From an optimization exercise on the open Yosys and OpenROAD flow, aimed at small area and a short achievable clock period; shortcuts taken in it are not production practice.
In this exercise RTL edits were held to simulation tests only and were not proved equivalent to the original.
Power figures rest on the tool's default switching activity, not on a simulated workload.

==> run a <==
==> flow/design.v (excerpt) <==
module ALU2 (
    input  logic clk,
    input  logic reset,
    input  logic [31:0] A, B,
    input  logic [3:0] op,
    output logic [31:0] Y
);
export LEC_CHECK = 0
export ABC_AREA = 1
export CAP_MARGIN = 20
export CORE_MARGIN = 2
export CORE_UTILIZATION = 65
export PLACE_DENSITY = 0.75
export SLEW_MARGIN = 20
export SYNTH_HIERARCHICAL = 1
export SYNTH_MINIMUM_KEEP_SIZE = 0
create_clock -name core_clock -period 75.0 [get_ports {clk}]
standard.sh (not shown) runs the stock make flow with config.mk's settings and CLKGATE_MAP_FILE= SYNTH_SCRIPT=/design/flow/synth_recipe.tcl, a recipe that flattens the netlist after the stock synthesis.
==> flow/flow/run.sh <==
#!/bin/bash
set -euo pipefail
R=$PWD/orfs/results/sky130hd/ALU2/base
bash standard.sh $R/1_2_yosys.v > synth_flow.log 2>&1
python3 flow/ha2xor.py $R/1_2_yosys.v > ha2xor.log 2>&1
bash standard.sh "BUFFER_PORTS_ARGS=-buffer_cell sky130_fd_sc_hd__buf_1" SETUP_SLACK_MARGIN=33 finish > layout_flow.log 2>&1
==> flow/flow/ha2xor.py <==
#!/usr/bin/env python3
"""Replace each sky130 half adder whose carry output drives nothing with an
XOR2 cell (same function on the used output, a third less area).
usage: ha2xor.py NETLIST.v   (edited in place)"""
import re, sys
p = sys.argv[1]
t = open(p).read()
inst = re.compile(r'(  sky130_fd_sc_hd__ha_1 (\S+) \(\n\s*\.A\(([^)]*)\),\n\s*\.B\(([^)]*)\),\n\s*\.COUT\(([^)]*)\),\n\s*\.SUM\(([^)]*)\)\n\s*\);)')
# count every use of every net name in pin connections / assigns
uses = {}
for m in re.finditer(r'\.\w+\(([^()]*)\)', t):
    n = m.group(1).strip()
    uses[n] = uses.get(n, 0) + 1
for m in re.finditer(r'assign\s+([^=]+)=([^;]+);', t):
    for n in re.findall(r'[\\\w$.\[\]:]+ ?', m.group(0)):
        n = n.strip()
        uses[n] = uses.get(n, 0) + 1
cnt = 0
def rep(m):
    global cnt
    whole, name, a, b, co, s = m.groups()
    co = co.strip()
    if co == '' or uses.get(co, 0) <= 1:
        cnt += 1
        return f"  sky130_fd_sc_hd__xor2_1 {name} (\n    .A({a}),\n    .B({b}),\n    .X({s})\n  );"
    return whole
t2 = inst.sub(rep, t)
open(p, 'w').write(t2)
print(f"ha2xor: replaced {cnt} half adders")
==> run b (differences from run a) <==
==> flow/run.sh (new file) <==
#!/bin/bash
# synth_recipe.tcl (not shown) runs the flow's synth.tcl, then flattens the netlist and writes it again
# the make line also repeats each setting of config.mk as NAME=value (left out here)
make -C /OpenROAD-flow-scripts/flow DESIGN_CONFIG=/design/flow/config.mk WORK_HOME=/design/flow/orfs CLKGATE_MAP_FILE= SYNTH_SCRIPT=/design/flow/synth_recipe.tcl finish
--- a/flow/config.mk
+++ b/flow/config.mk
@@ -9,6 +9,6 @@
 export CAP_MARGIN = 20
 export CORE_MARGIN = 2
-export CORE_UTILIZATION = 65
-export PLACE_DENSITY = 0.75
+export CORE_UTILIZATION = 55
+export PLACE_DENSITY = 0.7
 export SLEW_MARGIN = 20
 export SYNTH_HIERARCHICAL = 1
removed: flow/flow/run.sh
removed: flow/flow/ha2xor.py
removed: flow/standard.sh
==> run c (differences from run a) <==
==> flow/flow/run.sh (replaced) <==
#!/bin/bash
set -euo pipefail
R=$PWD/orfs/results/sky130hd/ALU2/base
bash standard.sh $R/1_2_yosys.v > synth_flow.log 2>&1
python3 flow/ha2xor.py $R/1_2_yosys.v > ha2xor.log 2>&1
bash standard.sh SETUP_SLACK_MARGIN=33 finish > layout_flow.log 2>&1
--- a/flow/config.mk
+++ b/flow/config.mk
@@ -9,6 +9,6 @@
 export CAP_MARGIN = 20
 export CORE_MARGIN = 2
-export CORE_UTILIZATION = 65
-export PLACE_DENSITY = 0.75
+export CORE_UTILIZATION = 55
+export PLACE_DENSITY = 0.7
 export SLEW_MARGIN = 20
 export SYNTH_HIERARCHICAL = 1
==> notes.md <==
status=no timing/DRC/antenna violations; Pint=0.594 mW; worst-path fanout max=60; Setup Fix Bufs, Post-CTS=0; Post-Syn Area=approximately 50,000 um2; leak pwr=about 30 nW; worst skew pair latency=about 0.53 ns; Layout fillers=between 8,000 and 9,000; max incr delay on CP=about 0.67 ns; GP Congestion=slightly above 1; Final min period=just over 50 ns; crit path from=regB[2]$_DFF_PP0_; first-pass GRT wire length=281,000 um; Logic pwr share=~87%; WL met2=77,500 um; die height=306 um; r2r worst-path depth=roughly 300; reg2reg start=regB[2]$_DFF_PP0_; Hold EP=Y[20]$_DFF_PP0_; Post-Syn Nets=8,411; post-cts sizing count=0
the above is filed under run b

==> notes.md <==
first-pass GRT wire length=about 270,000 um; Layout fillers=roughly 6,000; reg2reg start=regB[0]$_DFF_PP0_; Final min period=40.18 ns; Logic pwr share=between 80% and 90%; r2r worst-path depth=303; worst-path fanout max=11; worst skew pair latency=0.52 ns; Hold EP=Y[0]$_DFF_PP0_; post-cts sizing count=94; Pint=0.618 mW; leak pwr=~29 nW; WL met2=~80,000 um; GP Congestion=1.02; status=no timing/DRC/antenna violations
the above is filed under run a

==> notes.md <==
crit path from=B[25]; first-pass GRT wire length=275,000 um; reg2reg start=regB[29]$_DFF_PP0_; status=no timing/DRC/antenna violations; Post-Syn Area=slightly below 50,000 um2; Pint=0.625 mW; GP Congestion=1.02; RSZ-0062 raised after global routing=no; FF-to-FF End=Y[23]$_DFF_PP0_; WL met2=roughly 84,000 um; worst-path fanout max=11; Final min period=around 40 ns; worst skew pair latency=approximately 0.53 ns; leak pwr=roughly 29 nW; die height=around 300 um; Setup Fix Bufs, Post-CTS=30; Post-Syn Nets=7,915; setup TNS=0 ns; post-cts sizing count=about 110; Hold EP=Y[0]$_DFF_PP0_; Logic pwr share=a little under nine tenths
the above is filed under run c

[afterwards: timing with drivers on the ports]
In the flow no input, the clock included, has a driving cell. The finished layouts below were timed again as built, in two steps.
Step 1 assumes that a clkbuf_16 drives the clock port and a buf_2 every other input.
Step 2, shift: input delay + t, output delay - t, t = (earliest + latest rising clock arrival at the registers) / 2. This alone moves slack from input paths to output paths.
Three values: ideal, step 1, step 2; two values: the first two.
| run | t (ns) | setup slack, ns | slew at the worst register clock pin (ns) |
|---|---|---|---|
| run a | 0.555 | 34.824 / 34.839 / 34.284 | 0.09 / 0.09 |
| run b | 0.582 | 23.371 / 23.371 / 23.371 | 0.09 / 0.09 |
| run c | 0.591 | 34.886 / 34.936 / 34.345 | 0.10 / 0.10 |
After both steps every run listed still meets setup and hold. For run c, which loses most, drivers alone change the setup slack by +0.050 ns; drivers and shift together by -0.541 ns.
